Source: an optimization exercise on an open RTL-to-GDS flow (aim: small area). Production flows keep margins and buffers that such runs may drop. The RTL was checked by simulation tests, not by an equivalence proof against the original design. No run shown here takes its clock network from TritonCTS; it comes from the design's own scripts or RTL. The flow treats the clock pin as an ideal source. Dropping or thinning the clock tree relies on that and would not hold on a real chip. Power and IR drop assume default switching activity.

==> flow/design.v <==
module space_invaders_vga (
  input         clk,
  input         rst_n,
  input  [3:1]  key,
  input  [17:0] sw,
  output        vga_clk,
  output        vga_hs,
  output        vga_vs,
  output        vga_blank_n,
  output        vga_sync_n,
  output [7:0]  vga_r,
  output [7:0]  vga_g,
  output [7:0]  vga_b,
  output        led_done,
  output [14:0] fb0_addr,
  output [23:0] fb0_wdata,
  output        fb0_wren,
  input  [23:0] fb0_rdata,
  output [14:0] fb1_addr,
  output [23:0] fb1_wdata,
  output        fb1_wren,
  input  [23:0] fb1_rdata
);
reg       vclk;
reg [9:0] x;    
reg [9:0] y;    
wire x_end = x[9] & x[8] & (&x[4:0]);    
wire y_end = y[9] & y[3] & y[2];          
always @(posedge clk or negedge rst_n)
	if (!rst_n) begin
		vclk <= 1'b0;
		x <= 10'd0;
		y <= 10'd0;
	end else begin
		vclk <= ~vclk;
		if (!vclk) begin
			if (x_end) begin
				x <= 10'd0;
				y <= y_end ? 10'd0 : y + 1'b1;
			end else
				x <= x + 1'b1;
		end
	end
wire x_act = ~(x[9] & (x[8] | x[7]));                 
wire y_act = ~(y[9] | (y[8] & y[7] & y[6] & y[5]));   
assign vga_clk     = vclk;
assign vga_hs      = ~((x >= 10'd655) && (x < 10'd751));
assign vga_vs      = ~(~y[9] & (y[8:4] == 5'b11110) & y[3] & ~y[2] & (y[1] ^ y[0]));  
assign vga_blank_n = x_act & y_act;
assign vga_sync_n  = 1'b1;
assign led_done    = 1'b0;
wire fd = y[9] | (y[8] & y[7] & y[6] & (y[5] | (&y[4:0])));
wire y479 = ~y[9] & (y[8:5] == 4'b1110) & (&y[4:0]);
wire x0 = (x == 10'd0);
wire istart = y479 & x0 & ~vclk;    
reg first;    
wire [10:0] sw_in = {sw[17:14], sw[6:0]};
wire [10:0] db;
genvar gi;
generate for (gi = 0; gi < 11; gi = gi + 1) begin : dbs
	reg       lvl;
	reg [6:0] c;
	wire jt   = ~(c[6] | c[3] | c[2] | c[1] | c[0]);    
	wire eq   = sw_in[gi] ^ lvl ^ jt;                   
	wire gate = eq & ~first;
	always @(posedge clk)
		c <= gate ? {c[5:2], c[1], c[0] | jt, c[6] ^ c[5]} : 7'd17;
	always @(posedge clk)
		lvl <= (lvl ^ jt) & ~first;
	assign db[gi] = lvl;
end endgenerate
wire        db17 = db[10];
wire [2:0]  dbc  = db[9:7];
wire [6:0]  dby  = db[6:0];
reg       started;
reg [9:0] px;
wire hi = px[9] & px[6] & px[5] & px[4] & (px[1] | px[2]);
wire lo = ~|px[9:5] & (~px[4] | (~px[3] & ~(px[2] & px[0])));
wire kl = key[3], kr = key[1];
wire [9:0] psum = px + (kr ? 10'd6 : 10'h3FA);
reg  [9:0] pn;
always @(*) begin
	if (kl & ~kr & lo)
		pn = 10'd15;
	else if (~kl & hi)
		pn = 10'd625;
	else if (kl ^ kr)
		pn = psum;
	else
		pn = px;
end
always @(posedge clk or negedge rst_n)
	if (!rst_n)
		started <= 1'b0;
	else if (!started)
		started <= key[2];
always @(posedge clk)
	if (first)
		px <= 10'd320;
	else if (started)
		px <= pn;
reg        w2m_init;
reg        rfm;       
reg        sel;       
reg        fd_d;
reg        wren;
reg [2:0]  wd;
reg [14:0] waddr;
reg [14:0] raddr;
wire rfm_s   = rfm | istart;
wire drawing = rfm & ~fd_d;
wire cnt_end = raddr[14] & raddr[11] & raddr[9] & raddr[8];   
wire inc     = wren & vclk & ~cnt_end;
wire [11:0] px15 = {px[7:0], 4'b0} - {2'b0, px};
wire [14:0] pa = {px15 + {8'd0, dby[6:3]}, dby[2:0]};
wire [14:0] radd = raddr + (rfm ? 15'd120 : 15'd1);
wire zero = first | (istart & ~rfm);
wire ld   = rfm & ~fd & x0;
wire step = rfm ? (~fd & x_act & (x[1:0] == 2'b00) & vclk) : inc;
always @(posedge clk or negedge rst_n)
	if (!rst_n) begin
		first <= 1'b1;
		w2m_init <= 1'b0;
		rfm <= 1'b0;
		wren <= 1'b0;
	end else begin
		first <= 1'b0;
		w2m_init <= first & ~key[1];
		rfm <= rfm_s;
		if (rfm_s)
			wren <= drawing & db17;
		else
			wren <= w2m_init | (wren & ~(vclk & cnt_end));
	end
always @(posedge clk) begin
	sel <= (sel ^ (istart & rfm)) & ~first;
	if (rfm_s)
		wd <= dbc;
	else
		wd <= {3{inc}} | (wd & {3{~first}});
	fd_d <= fd;
	if (drawing & db17)
		waddr <= pa;
	else if (istart & ~rfm)
		waddr <= raddr;
	if (zero)
		raddr <= 15'd0;
	else if (ld)
		raddr <= {8'd0, y[8:2]};
	else if (step)
		raddr <= radd;
end
wire rd0 = rfm & ~sel;    
wire rd1 = rfm & sel;     
assign fb0_addr  = rd1 ? waddr : raddr;
assign fb1_addr  = rd0 ? waddr : raddr;
assign fb0_wdata = {{8{wd[2]}}, {8{wd[1]}}, {8{wd[0]}}};
assign fb1_wdata = fb0_wdata;
assign fb0_wren  = wren & ~rd0;
assign fb1_wren  = wren & ~rd1;
wire show0 = rfm_s & rd0;
wire show1 = rfm_s & ~rd0;
assign {vga_r, vga_g, vga_b} = (fb0_rdata | {24{~show0}}) & (fb1_rdata | {24{~show1}});
endmodule
==> flow/flow/run.sh <==
#!/bin/bash
# Layout flow: the standard ORFS flow, with
#  - synthesis mapped by an area-oriented ABC script (deepsyn, then amap),
#    without Yosys's
#    full-adder extraction (the registers are those of the standard synthesis);
#  - the smallest buffer (buf_1) on every input and output port;
#  - a clock tree built by hand (flow/cts_tree.tcl): a root and six leaf
#    clkbuf_16 buffers,
#    each driving one cluster of flip-flops, in place of clock_tree_synthesis.
# Each step's full output goes to a log file in the work folder.
set -euo pipefail
W=$(pwd)
S=$W/scripts
rm -rf "$S"
cp -r "$FLOW_HOME/scripts" "$S"
cp "$W/flow/abc_area.script" "$S/abc_area.script"
sed -i "s|^log_cmd clock_tree_synthesis .*|source $W/flow/cts_tree.tcl|" "$S/cts.tcl"
grep -q "cts_tree.tcl" "$S/cts.tcl"
export BUFFER_PORTS_ARGS="-buffer_cell sky130_fd_sc_hd__buf_1"
V=(SCRIPTS_DIR=$S ABC_AREA=1 ADDER_MAP_FILE=)
bash standard.sh synth "${V[@]}" > "$W/log_1_synth.txt" 2>&1
bash standard.sh floorplan "${V[@]}" > "$W/log_2_floorplan.txt" 2>&1
bash standard.sh place "${V[@]}" > "$W/log_3_place.txt" 2>&1
bash standard.sh cts "${V[@]}" > "$W/log_4_cts.txt" 2>&1
bash standard.sh route "${V[@]}" > "$W/log_5_route.txt" 2>&1
bash standard.sh finish "${V[@]}" > "$W/log_6_finish.txt" 2>&1
==> flow/flow/abc_area.script <==
strash
&get -n
&st
&deepsyn -T 120
&put
dch
amap
==> flow/flow/cts_tree.tcl <==
# A two-level clock tree built by hand, in place of clock_tree_synthesis:
# the clock port drives a root clkbuf_16, which drives NLEAF (6) clkbuf_16
# buffers, each placed at the centre of
# a cluster of flip-flops (k-means with equal-sized clusters, on their placed
# positions) and driving the
# clock pins of that cluster. Every flip-flop is two buffers away from the port.
set nleaf [expr {[info exists ::env(CTS_NLEAF)] ? $::env(CTS_NLEAF) : 6}]
set block [ord::get_db_block]
set clknet [$block findNet clk]
set sinks {}
foreach it [$clknet getITerms] {
  if {[$it isInputSignal] || [[$it getMTerm] getSigType] eq "CLOCK" || [$it isInput]} {
    set b [[$it getInst] getBBox]
    lappend sinks [list $it [expr {([$b xMin] + [$b xMax]) / 2.0}] [expr {([$b yMin] + [$b yMax]) / 2.0}]]
  }
}
set n [llength $sinks]
puts "manual CTS: $n sinks, $nleaf leaf buffers"
# k-means, seeded by sorting on x then y
set sorted [lsort -real -index 1 $sinks]
set cx {}; set cy {}
for {set k 0} {$k < $nleaf} {incr k} {
  set s [lindex $sorted [expr {int(($k + 0.5) * $n / $nleaf)}]]
  lappend cx [lindex $s 1]; lappend cy [lindex $s 2]
}
# k-means with a capacity: no cluster gets more than cap sinks. Each round
# assigns the sinks in order of how much they lose by not getting their
# nearest centre, each to the nearest centre that still has room.
set cap [expr {int(ceil(double($n) / $nleaf)) + 1}]
for {set iter 0} {$iter < 50} {incr iter} {
  set order {}
  set i 0
  foreach s $sinks {
    set ds {}
    for {set k 0} {$k < $nleaf} {incr k} {
      lappend ds [list $k [expr {abs([lindex $s 1] - [lindex $cx $k]) + abs([lindex $s 2] - [lindex $cy $k])}]]
    }
    set ds [lsort -real -index 1 $ds]
    set regret [expr {[lindex $ds 1 1] - [lindex $ds 0 1]}]
    lappend order [list $i $regret $ds]
    incr i
  }
  set order [lsort -real -decreasing -index 1 $order]
  set cnt [lrepeat $nleaf 0]
  set assign [lrepeat $n 0]
  foreach o $order {
    foreach kd [lindex $o 2] {
      set k [lindex $kd 0]
      if {[lindex $cnt $k] < $cap} {
        lset assign [lindex $o 0] $k
        lset cnt $k [expr {[lindex $cnt $k] + 1}]
        break
      }
    }
  }
  set sx [lrepeat $nleaf 0.0]; set sy [lrepeat $nleaf 0.0]
  set i 0
  foreach s $sinks {
    set k [lindex $assign $i]
    lset sx $k [expr {[lindex $sx $k] + [lindex $s 1]}]
    lset sy $k [expr {[lindex $sy $k] + [lindex $s 2]}]
    incr i
  }
  for {set k 0} {$k < $nleaf} {incr k} {
    if {[lindex $cnt $k] > 0} {
      lset cx $k [expr {[lindex $sx $k] / [lindex $cnt $k]}]
      lset cy $k [expr {[lindex $sy $k] / [lindex $cnt $k]}]
    }
  }
}
puts "manual CTS: cluster sizes $cnt"
set leafcell [expr {[info exists ::env(CTS_LEAF)] ? $::env(CTS_LEAF) : "sky130_fd_sc_hd__clkbuf_16"}]
set master [[ord::get_db] findMaster $leafcell]
set bufs {}
set leafs {}
for {set k 0} {$k < $nleaf} {incr k} {
  set inst [odb::dbInst_create $block $master "clkbuf_leaf_$k"]
  set w [$master getWidth]; set h [$master getHeight]
  $inst setLocation [expr {int([lindex $cx $k] - $w / 2)}] [expr {int([lindex $cy $k] - $h / 2)}]
  $inst setPlacementStatus PLACED
  set net [odb::dbNet_create $block "clknet_leaf_$k"]
  $net setSigType CLOCK
  [$inst findITerm A] connect $clknet
  [$inst findITerm X] connect $net
  lappend bufs $net
  lappend leafs $inst
}
if {$nleaf > 4} {
  set rmaster [[ord::get_db] findMaster [expr {[info exists ::env(CTS_ROOT)] ? $::env(CTS_ROOT) : "sky130_fd_sc_hd__clkbuf_16"}]]
  set root [odb::dbInst_create $block $rmaster "clkbuf_root"]
  set sx 0.0; set sy 0.0
  for {set k 0} {$k < $nleaf} {incr k} { set sx [expr {$sx + [lindex $cx $k]}]; set sy [expr {$sy + [lindex $cy $k]}] }
  $root setLocation [expr {int($sx / $nleaf)}] [expr {int($sy / $nleaf)}]
  $root setPlacementStatus PLACED
  set rnet [odb::dbNet_create $block "clknet_root"]
  $rnet setSigType CLOCK
  for {set k 0} {$k < $nleaf} {incr k} {
    set it [[lindex $leafs $k] findITerm A]
    $it disconnect
    $it connect $rnet
  }
  [$root findITerm A] connect $clknet
  [$root findITerm X] connect $rnet
}
set i 0
foreach s $sinks {
  set it [lindex $s 0]
  set k [lindex $assign $i]
  $it disconnect
  $it connect [lindex $bufs $k]
  incr i
}
$clknet setSigType CLOCK
==> flow/standard.sh <==
#!/bin/bash
# synth_recipe.tcl (not shown) runs the flow's synth.tcl, then flattens the netlist and writes it again
# the make line also repeats each setting of config.mk as NAME=value (left out here)
make -C /OpenROAD-flow-scripts/flow DESIGN_CONFIG=/design/flow/config.mk WORK_HOME=/design/flow/orfs CLKGATE_MAP_FILE= SYNTH_SCRIPT=/design/flow/synth_recipe.tcl "${@:-finish}"
==> flow/config.mk <==
export PLATFORM = sky130hd
export DESIGN_NAME = space_invaders_vga
export DESIGN_NICKNAME = space_invaders_vga
export VERILOG_FILES = /design/flow/design.v
export SDC_FILE = /design/flow/constraint.sdc
export NUM_CORES = 4
export LEC_CHECK = 0
export CAP_MARGIN = 20
export CORE_MARGIN = 2
export CORE_UTILIZATION = 65
export PLACE_DENSITY = 0.75
export SLEW_MARGIN = 20
==> flow/constraint.sdc <==
create_clock -name core_clock -period 20.0 [get_ports {clk}]
set_input_delay 4.0000 -clock core_clock [delete_from_list [all_inputs] [get_ports {clk}]]
set_output_delay 4.0000 -clock core_clock [all_outputs]
set_load 0.01 [all_outputs]
==> results.json, run 1 <==
{
  "seqPwrFrac_pct": 60.1,
  "crit_slowest_cell": "buf_1",
  "die_area_mm2": 0.01145,
  "ys_top_cells_by_count": "nor2_1, dfxtp_1, clkinv_1, nor2b_1, a21oi_1",
  "min_period_over_period_pct": 42.30,
  "yosysUniqueCellTypes": 34,
  "start_util_pct": 66.83,
  "dp_hpwl_um": 11950,
  "num_antenna_cells": 0,
  "synth_top_area_share_pct": 34.24,
  "tightest_slew_ps": 1073,
  "switching_share_pct": 26.26,
  "wl_met3_um": 977,
  "die_h_um": 107.0,
  "holdPathStages": 1,
  "status": "no timing/DRC/antenna violations",
  "wl_met1_um": 6422,
  "cp_cell_sequence": "buf_1, o22a_1, buf_1",
  "syn_avg_cell_area_um2": 8.549,
  "track_usage_pct": 27.08,
  "path_clk_slew_ps": 100,
  "fillers": 817,
  "syn-cell-area_mm2": 0.006899,
  "yosys.area.top_type": "dfxtp_1",
  "grt_pass1_vias": 5716,
  "wl_um": 16000,
  "overflow": 0,
  "maxCapViolations": 0,
  "port_buffers": 171,
  "fin_area_mm2": 0.007567,
  "grt_first_pass_wirelength_um": 25630,
  "nNetsFinal": 1016,
  "place_congestion": 0.8946,
  "crit_arrival_ps": 4460,
  "cp.required_ps": 16000,
  "critPathCaptureType": "output pin",
  "r2r_slack_ps": 15980,
  "clkPwrFrac_pct": 25.2,
  "place_inst": 1072,
  "yosysMostFrequentCell": "nor2_1",
  "p_switching_uw": 160.6,
  "combPwrFrac_pct": 14.8,
  "vias": 6048,
  "area_delta_synth_final_pct": 9.684,
  "io_pins": 181,
  "ys_ff_latch": 159,
  "synth_area_leaders": "dfxtp_1, dfrtp_1, nor2_1",
  "synthArstFlopShare_pct": 16.35,
  "multi_input_area_mm2": 0.002733,
  "critPathMostFrequentCell": "buf_1",
  "irDropWorstVdd_uv": 99.11,
  "drt-wirelength-per-cell_um": 14.83,
  "seq_area_mm2": 0.003465,
  "vias_per_cell": 5.605,
  "worst-path-max-fanout": 1,
  "dr.pass1.iters": 5,
  "hold_violations": 0,
  "layout-drive-gt1-share_pct": 1.273,
  "fp.dieW_um": 107.0,
  "drt_iter0_markers": 455,
  "place_area_mm2": 0.007392,
  "r2r_end": "raddr[14]",
  "max-slew-margin-rel_pct": 27.79,
  "clkLatencyLatePin_ps": 360,
  "top_layer_used": "met4",
  "stdcell_count": 1079,
  "setup_violations": 0,
  "p_int_uw": 451.2,
  "drc": 0,
  "synth-main-ff-cell": "dfxtp_1",
  "ant_nets": 0,
  "setup_tns_ps": 0,
  "crit_type": "in2out",
  "p_leak_uw": 0.002701,
  "fmax_ghz": 0.1182,
  "skew_ps": 14.75,
  "grt_max_degree": 40,
  "postCtsSetupBuffers": 0,
  "rsz0062_at_grt": "false",
  "coreArea_mm2": 0.01032,
  "yosysSeqAreaShare_pct": 50.22,
  "holdPathEnd": "dbs[7].c[5]",
  "slowest_delay_ps": 240,
  "cp-startpoint": "fb0_rdata[15]",
  "period_needed_ps": 8461,
  "yosys_warnings": 1,
  "r2r-start": "vclk",
  "reg2regPathDepth": 23,
  "cts_resized": 0,
  "antenna_found_initial": 0,
  "met2WireLength_um": 8112,
  "synth_edf_count": 15,
  "worst_setup_path_start_kind": "input pin",
  "min_from": "dbs[7].c[4]",
  "power.density_mw_per_mm2": 80.85,
  "ctsHoldBuffers": 0,
  "row_count": 37,
  "synthCells": 807,
  "hold_path_class": "reg2reg",
  "slew_violations": 0
}
placed cells by master, fill, tap and decap left out, drive strengths merged, types with 2 or more instances in the layout:
| cell | count |
|---|---|
| nor4 | 14 |
| nand4 | 2 |
| clkinv | 94 |
| edfxtp | 15 |
| nor3 | 19 |
| a21oi | 53 |
| o22ai | 46 |
| o21a | 3 |
| buf | 175 |
| nor2b | 57 |
| nand2b | 2 |
| conb | 3 |
| a22oi | 9 |
| nand3 | 10 |
| a221o | 3 |
| nor2 | 136 |
| a211oi | 10 |
| dfrtp | 25 |
| dfxtp | 118 |
| o32ai | 2 |
| clkbuf | 7 |
| nand2 | 34 |
| o21ai | 43 |
| or2 | 17 |
| a31oi | 3 |
| a211o | 11 |
| o22a | 24 |
flip-flops by register name, summed over array words and instances (netlist names):
name	cells
first	1
wren	1
y	10
sel	1
dbs.lvl	11
vclk	1
rfm	1
px	10
started	1
wd	3
x	10
w2m_init	1
fd_d	1
waddr	15
raddr	15
dbs.c	77
per-layer routing:
layer  GRT usage, %  vias up
li1               -     3016
met1          31.91     2751
met2          50.63      245
met3          2.492       36
met4          10.20        0
met5              0        -
power groups by stage:
stage	sequential, µW	clock, µW	combinational, µW
final	368	154	90.3
after global placement	373	0	85.8
after CTS	375	119	90.4
after detailed placement	374	0	89.3
after global routing	371	168	104
after floorplan	369	0	74.0
kinds of logic (layout without fill, tap and decap cells):
logic type / count (synthesis) / in the layout / synth area share [%]
other: 2 / 3 / 0.1089
AOI/OAI and AO/OA: 212 / 212 / 19.57
buffers and inverters: 141 / 276 / 10.23
DFF: 159 / 159 / 50.22
and+or+nand+nor: 293 / 293 / 19.88
critical path: cells and delay by family:
kind            cells  cell delay (ps)
compound gates      1              140
buf+inv             2              320
final cells by class:
type	count	area share, %
sequential	159	45.78
multi-input combinational	508	36.11
timing repair buffer	175	8.879
inverter	94	4.663
buffer	7	2.315
tap	136	2.249
worst max path at each step:
stage               end  slack, ps
2_1_floorplan  vga_b[0]      11780
5_1_grt        vga_b[4]      11530
6_report       vga_g[7]      11540
3_5_place_dp   vga_r[2]      11530
3_3_place_gp   vga_r[2]      11510
4_1_cts        vga_r[2]      11530
stage by stage:
step	hold slack, ps	power (µW)	setup WS, ps	utilization, %
after floorplan	413.8	443.1	11780	-
after global placement	415.2	458.6	11510	71.60
after detailed placement	432.0	463.7	11530	71.60
after CTS	428.3	584.3	11530	73.30
after global routing	466.2	642.9	11530	73.30
final	443.1	611.8	11540	73.30
==> run 2: changes to the inputs <==
--- a/flow/design.v
+++ b/flow/design.v
@@ -59,12 +59,13 @@
 genvar gi;
 generate for (gi = 0; gi < 11; gi = gi + 1) begin : dbs
 	reg       lvl;
-	reg [6:0] c;
-	wire jt   = ~(c[6] | c[3] | c[2] | c[1] | c[0]);    
+	reg [6:0] r;
+	wire [6:0] c = r ^ 7'b1010101;
+	wire jt   = c[0] & c[1] & c[3] & c[5] & c[6];        
 	wire eq   = sw_in[gi] ^ lvl ^ jt;                   
 	wire gate = eq & ~first;
 	always @(posedge clk)
-		c <= gate ? {c[5:2], c[1], c[0] | jt, c[6] ^ c[5]} : 7'd17;
+		r <= (gate ? {c[5] & ~jt, c[4:0], ~(c[6] ^ c[5])} : 7'd27) ^ 7'b1010101;
 	always @(posedge clk)
 		lvl <= (lvl ^ jt) & ~first;
 	assign db[gi] = lvl;
==> run 2 against run 1 <==
Setup slack improved by 25 ps. First-iteration DRC count fell by 1.5%. Clock skew fell by 2.2 ps. Sequential power fell by 7.9%. Wire length rose by 0.53%. Critical path depth did not move. Cell area fell by 0.66%. Largest power group unchanged. Combinational power fell by 46%. Maximum frequency rose by 0.29%. Clock power barely moved. Via count fell by 2.0%. Register-to-register slack improved by 360 ps.
==> results.json, run 2 <==
{
  "status": "no timing/DRC/antenna violations",
  "drt-wirelength-per-cell_um": 15.17,
  "synthSimpleGateAreaFrac_pct": 18.42,
  "place_inst": 1053,
  "synthCells": 787,
  "syn-cell-area_mm2": 0.006842,
  "hold_path_class": "reg2reg",
  "worst-path-max-fanout": 1,
  "irDropWorstVdd_uv": 90.45,
  "yosysMostFrequentCell": "dfxtp_1",
  "grt_max_degree": 41,
  "yosys_warnings": 1,
  "die_area_mm2": 0.01136,
  "dr.pass1.iters": 7,
  "grt_first_pass_wirelength_um": 25590,
  "setup_tns_ps": 0,
  "largest_reg_flops": 77,
  "synth_edf_count": 15,
  "row_count": 37,
  "path_clk_slew_ps": 100,
  "critPathMostFrequentCell": "buf_1",
  "slowest_delay_ps": 210,
  "dp_hpwl_um": 11960,
  "synthAdderAreaFrac_pct": 0,
  "synth-main-ff-cell": "dfxtp_1",
  "maxCapViolations": 0,
  "yosysSeqAreaShare_pct": 50.64,
  "port_buffers": 171,
  "max-slew-margin-rel_pct": 32.71,
  "cts_resized": 0,
  "use_met2_pct": 48.13,
  "postCtsSetupBuffers": 0,
  "vias": 5927,
  "num_antenna_cells": 0,
  "crit_slowest_cell": "o22a_1",
  "power.density_mw_per_mm2": 71.71,
  "ant_nets": 0,
  "coreArea_mm2": 0.01028,
  "drc": 0,
  "synth-compound-area-share_pct": 19.53,
  "fp.dieW_um": 106.6,
  "vias_per_cell": 5.592,
  "start_util_pct": 66.57,
  "final_common_cell": "buf_1",
  "final_cell_mix": "buf_1, dfxtp_1, nor2_1",
  "stdcell_count": 1060,
  "cp.required_ps": 16000,
  "ctsHoldBuffers": 0,
  "top_usage_layer": "met2",
  "critPathCaptureType": "output pin",
  "wl_um": 16080,
  "p_leak_uw": 0.002601,
  "period_needed_ps": 8436,
  "slew_violations": 0,
  "yosys.area.top_type": "dfxtp_1",
  "top_register": "dbs.r",
  "grt_use_met3_pct": 2.310,
  "min_period_over_period_pct": 42.18,
  "r2r_slack_ps": 16340,
  "drt_iter0_markers": 448,
  "io_pins": 181,
  "crit_type": "in2out",
  "synth_area_leaders": "dfxtp_1, dfrtp_1, edfxtp_1",
  "use_met1_pct": 37.19,
  "antenna_found_initial": 0,
  "worst_setup_path_start_kind": "input pin",
  "nNetsFinal": 997,
  "cp_cell_sequence": "buf_1, o22a_1, buf_1",
  "ys_ff_latch": 159,
  "die_h_um": 106.6,
  "clkLatencyLatePin_ps": 350,
  "ys_top_cells_by_count": "dfxtp_1, nor2_1, clkinv_1, o22ai_1, buf_4",
  "rsz0062_at_grt": "false",
  "yosysUniqueCellTypes": 38,
  "place_area_mm2": 0.007342,
  "largest_registers": "dbs.r x77, raddr x15, waddr x15",
  "power.total_uw": 539.0,
  "synth-xor-area-share_pct": 0,
  "setup_violations": 0,
  "synth_top_family_by_area": "compound AO/OA/AOI/OAI gates",
  "tightest_slew_ps": 1007,
  "area_delta_synth_final_pct": 9.876,
  "synth_top_area_share_pct": 34.53,
  "fin_area_mm2": 0.007517,
  "hold_violations": 0,
  "grt_pass1_vias": 5337,
  "skew_ps": 12.58,
  "track_usage_pct": 27.38,
  "overflow": 0,
  "syn_avg_cell_area_um2": 8.693,
  "place_congestion": 0.9384,
  "utilization_pct": 73.14,
  "synth.area.mux_share_pct": 0,
  "synthArstFlopShare_pct": 16.35,
  "crit_arrival_ps": 4440,
  "layout-drive-gt1-share_pct": 1.515,
  "fmax_ghz": 0.1185
}
-- run 2: final timing paths --
check / cells past startpoint / endpoint / startpoint
max: 3 / vga_g[0] / fb0_rdata[8]
min in group asynchronous: 2 / y[3] / rst_n
max reg2reg: 19 / raddr[14] / vclk
max in group asynchronous: 2 / first / rst_n
min: 1 / dbs[0].r[5] / dbs[0].r[4]
min reg2reg: 1 / dbs[0].r[5] / dbs[0].r[4]
-- run 2: worst max-delay path: cells and delay by family --
kind                   cells  cell delay, ps
buffers and inverters      2             230
AOI/OAI and AO/OA          1             210
-- run 2: kinds of logic after synthesis --
logic type / Yosys count
compound gates: 204
buf+inv: 159
flops: 159
other cells: 2
simple gates: 263
-- run 2: area by class of cell --
type / instances / area (µm²)
buffer: 7 / 175.2
fill: 815 / 2760
inverter: 112 / 420.4
multi-input combinational: 470 / 2608
sequential: 159 / 3465
tap: 136 / 170.2
timing repair buffer: 176 / 679.4
-- run 2: layer usage --
| layer | wire, µm | share of wire (%) |
|---|---|---|
| met3 | 994 | 6.2 |
| met4 | 395 | 2.5 |
| met2 | 7556 | 47 |
| met5 | 0 | 0 |
| met1 | 7137 | 44 |
-- run 2: where the power goes --
group          internal, µW  total, µW  switching [µW]
clock                  63.4        151            87.6
sequential              331        339            8.34
combinational          18.2       48.5            30.3
-- run 2: through the flow --
| stage | setup slack [ps] | hold slack [ps] |
|---|---|---|
| 2_1_floorplan | 11780 | 355.9 |
| 4_1_cts | 11550 | 367.3 |
| 5_1_grt | 11540 | 396.1 |
| 3_5_place_dp | 11550 | 367.4 |
| 3_3_place_gp | 11540 | 357.9 |
| 6_report | 11560 | 384.9 |
==> run 3: changes to the inputs <==
--- a/flow/design.v
+++ b/flow/design.v
@@ -59,13 +59,12 @@
 genvar gi;
 generate for (gi = 0; gi < 11; gi = gi + 1) begin : dbs
 	reg       lvl;
-	reg [6:0] r;
-	wire [6:0] c = r ^ 7'b1010101;
+	reg [6:0] c;
 	wire jt   = c[0] & c[1] & c[3] & c[5] & c[6];        
 	wire eq   = sw_in[gi] ^ lvl ^ jt;                   
 	wire gate = eq & ~first;
 	always @(posedge clk)
-		r <= (gate ? {c[5] & ~jt, c[4:0], ~(c[6] ^ c[5])} : 7'd27) ^ 7'b1010101;
+		c <= gate ? {c[5] & ~jt, c[4:0], ~(c[6] ^ c[5])} : 7'd27;
 	always @(posedge clk)
 		lvl <= (lvl ^ jt) & ~first;
 	assign db[gi] = lvl;
--- a/flow/flow/run.sh
+++ b/flow/flow/run.sh
@@ -4,8 +4,8 @@
 #    without Yosys's
 #    full-adder extraction (the registers are those of the standard synthesis);
 #  - the smallest buffer (buf_1) on every input and output port;
-#  - a clock tree built by hand (flow/cts_tree.tcl): a root and six leaf
-#    clkbuf_16 buffers,
+#  - a clock tree built by hand (flow/cts_tree.tcl): a root clkbuf_16 and
+#    eight leaf clkbuf_8 buffers,
 #    each driving one cluster of flip-flops, in place of clock_tree_synthesis.
 # Each step's full output goes to a log file in the work folder.
 set -euo pipefail
--- a/flow/flow/cts_tree.tcl
+++ b/flow/flow/cts_tree.tcl
@@ -1,10 +1,10 @@
 # A two-level clock tree built by hand, in place of clock_tree_synthesis:
-# the clock port drives a root clkbuf_16, which drives NLEAF (6) clkbuf_16
+# the clock port drives a root clkbuf_16, which drives NLEAF (8) clkbuf_8
 # buffers, each placed at the centre of
 # a cluster of flip-flops (k-means with equal-sized clusters, on their placed
 # positions) and driving the
 # clock pins of that cluster. Every flip-flop is two buffers away from the port.
-set nleaf [expr {[info exists ::env(CTS_NLEAF)] ? $::env(CTS_NLEAF) : 6}]
+set nleaf [expr {[info exists ::env(CTS_NLEAF)] ? $::env(CTS_NLEAF) : 8}]
 set block [ord::get_db_block]
 set clknet [$block findNet clk]
 set sinks {}
@@ -69,7 +69,7 @@
   }
 }
 puts "manual CTS: cluster sizes $cnt"
-set leafcell [expr {[info exists ::env(CTS_LEAF)] ? $::env(CTS_LEAF) : "sky130_fd_sc_hd__clkbuf_16"}]
+set leafcell [expr {[info exists ::env(CTS_LEAF)] ? $::env(CTS_LEAF) : "sky130_fd_sc_hd__clkbuf_8"}]
 set master [[ord::get_db] findMaster $leafcell]
 set bufs {}
 set leafs {}
==> run 3 against run 2 <==
Sequential power about the same. Clock power down 11%. Via count up 2.0%. Still clean on timing, DRC and antenna. Area after synthesis up 0.86%. Combinational power up 4.5%.
==> results.json, run 3 <==
{
  "yosys_warnings": 1,
  "synth-main-ff-cell": "dfxtp_1",
  "skew_ps": 19.22,
  "power.density_mw_per_mm2": 69.96,
  "overflow": 0,
  "vias": 6043,
  "syn-cell-area_mm2": 0.006900,
  "drt_iter0_markers": 410,
  "holdPathEnd": "dbs[0].c[3]",
  "vias_per_cell": 5.642,
  "ctsHoldBuffers": 0,
  "power.total_uw": 527.5,
  "synth_area_leaders": "dfxtp_1, dfrtp_1, edfxtp_1",
  "area_delta_synth_final_pct": 9.284,
  "hold_path_class": "reg2reg",
  "drt-wirelength-per-cell_um": 14.91,
  "irDropWorstVdd_uv": 78.76,
  "top_register": "dbs.c",
  "status": "no timing/DRC/antenna violations",
  "final_common_cell": "buf_1",
  "p_leak_uw": 0.002549,
  "grt_first_pass_wirelength_um": 25640,
  "slew_violations": 0,
  "setup_violations": 0,
  "rsz0062_at_grt": "false",
  "synthArstFlopShare_pct": 16.35,
  "crit_type": "in2out",
  "layout-drive-gt1-share_pct": 1.711,
  "min_from": "dbs[0].c[2]",
  "cp.required_ps": 16000,
  "setup_tns_ps": 0,
  "grt_pass1_vias": 5621,
  "layout_setup_ws_ps": 11550,
  "synth_edf_count": 15,
  "start_util_pct": 66.84,
  "crit_arrival_ps": 4450,
  "fillers": 842,
  "place_congestion": 0.9212,
  "die_h_um": 107.0,
  "yosysUniqueCellTypes": 37,
  "period_needed_ps": 8453,
  "yosys.area.top_type": "dfxtp_1",
  "max-slew-margin-rel_pct": 28.91,
  "r2r_slack_ps": 16100,
  "row_count": 37,
  "final_cell_mix": "buf_1, dfxtp_1, nor2_1",
  "reg2regPathDepth": 21,
  "maxCapViolations": 0,
  "yosysSeqAreaShare_pct": 50.21,
  "syn_avg_cell_area_um2": 8.669,
  "dp_hpwl_um": 11970,
  "largest_reg_flops": 77,
  "coreArea_mm2": 0.01032,
  "antenna_found_initial": 0,
  "wl_um": 15970,
  "r2r_end": "raddr[14]",
  "utilization_pct": 73.05,
  "worst-path-max-fanout": 1,
  "tightest_slew_ps": 1058,
  "min_period_over_period_pct": 42.26,
  "clkLatencyLatePin_ps": 360,
  "die_area_mm2": 0.01146,
  "grt_max_degree": 40,
  "synth_top_area_share_pct": 34.23,
  "io_pins": 181,
  "synthCells": 796,
  "num_antenna_cells": 0,
  "track_usage_pct": 26.98,
  "ys_top_cells_by_count": "dfxtp_1, nor2_1, clkinv_1, o21ai_0, o22ai_1",
  "postCtsSetupBuffers": 0,
  "critPathCaptureType": "output pin",
  "cts_resized": 0,
  "r2r-start": "vclk",
  "dr.pass1.iters": 6,
  "place_ws_ps": 11570,
  "drc": 0,
  "fp.dieW_um": 107.0,
  "worst_setup_path_start_kind": "input pin",
  "largest_registers": "dbs.c x77, raddr x15, waddr x15",
  "fmax_ghz": 0.1183,
  "nNetsFinal": 1008,
  "path_clk_slew_ps": 120,
  "ant_nets": 0,
  "yosysMostFrequentCell": "dfxtp_1",
  "hold_violations": 0,
  "ys_ff_latch": 159,
  "holdPathStages": 1,
  "port_buffers": 171
}
run 3: worst max path at each step:
stage                             start        to  slack [ps]  cells after the start
after detailed placement   fb1_rdata[7]  vga_b[7]       11570                      3
final                      fb0_rdata[0]  vga_b[0]       11550                      3
after global routing       fb1_rdata[2]  vga_b[2]       11510                      3
after global placement    fb0_rdata[19]  vga_r[3]       11570                      3
after floorplan            fb1_rdata[0]  vga_b[0]       11780                      1
after CTS                  fb1_rdata[8]  vga_g[0]       11570                      3
run 3: power breakdown:
group / leakage [µW] / internal, µW / switching, µW / total [µW]
logic: 0.00105 / 20.3 / 30.4 / 50.7
clock network: 0.0000698 / 45.9 / 88.9 / 135
registers: 0.00143 / 332 / 10.2 / 342
total: 0.00255 / 398 / 129 / 528
run 3: per-layer routing:
| metal | track usage [%] | up-vias | routed length [µm] |
|---|---|---|---|
| li1 | - | 2988 | - |
| met1 | 33.11 | 2778 | 6522 |
| met2 | 49.32 | 230 | 7926 |
| met3 | 2.553 | 47 | 953 |
| met4 | 9.276 | 0 | 563 |
| met5 | 0 | - | 0 |
run 3: cell type report:
cell class                      instances  area [µm²]  area share (%)
Multi-Input combinational cell        504        2765           36.67
Sequential cell                       159        3465           45.94
Timing Repair Buffer                  176       679.4           9.009
Buffer                                  9       135.1           1.792
Tap cell                              136       170.2           2.257
Inverter                               87       326.6           4.331
run 3: kinds of logic after synthesis:
group	count (synthesis)	synth area share (%)
buffers and inverters	134	9.846
AO/OA/AOI/OAI	197	18.15
other	2	0.1088
flip-flops	159	50.21
AND/OR/NAND/NOR	304	21.69
run 3: metrics by stage:
| stage | area, µm² | cells | hold slack (ps) |
|---|---|---|---|
| floorplan | 6904 | 797 | 394.0 |
| global placement | 7406 | 1062 | 400.2 |
| detailed placement | 7406 | 1062 | 403.7 |
| CTS | 7541 | 1071 | 405.3 |
| global route | 7541 | 1071 | 449.4 |
| finish | 7541 | 1071 | 429.7 |
run 3: worst max-delay path, stage by stage:
cell,delay [ps]
buf_1,80
o22a_1,130
buf_1,240

## separate check: timing with driven ports
How much do the figures lean on ideal ports? The routed layouts below were timed once more, with nothing changed but the port constraints.
Step 1: set_driving_cell puts a clkbuf_16 on clk and a buf_2 on each other input, an assumption about the parent block.
Step 2, shift: input delay + t, output delay - t, t = (earliest + latest rising clock arrival at the registers) / 2. This alone moves slack from input paths to output paths.
Three values: ideal, step 1, step 2; two values: the first two.
run	t, ns	setup slack, ns	worst hold slack (ns)	worst setup path after step 2
run 1	0.391	11.539 / 11.504 / 11.504	0.443 / 0.443 / 0.443	input to output
run 2	0.384	11.564 / 11.540 / 11.540	0.385 / 0.385 / 0.385	input to output
run 3	0.388	11.547 / 11.523 / 11.523	0.430 / 0.430 / 0.430	input to output
After both steps every run listed still meets setup and hold. For run 1, which loses most, drivers alone change the setup slack by -0.035 ns; drivers and shift together by -0.035 ns.
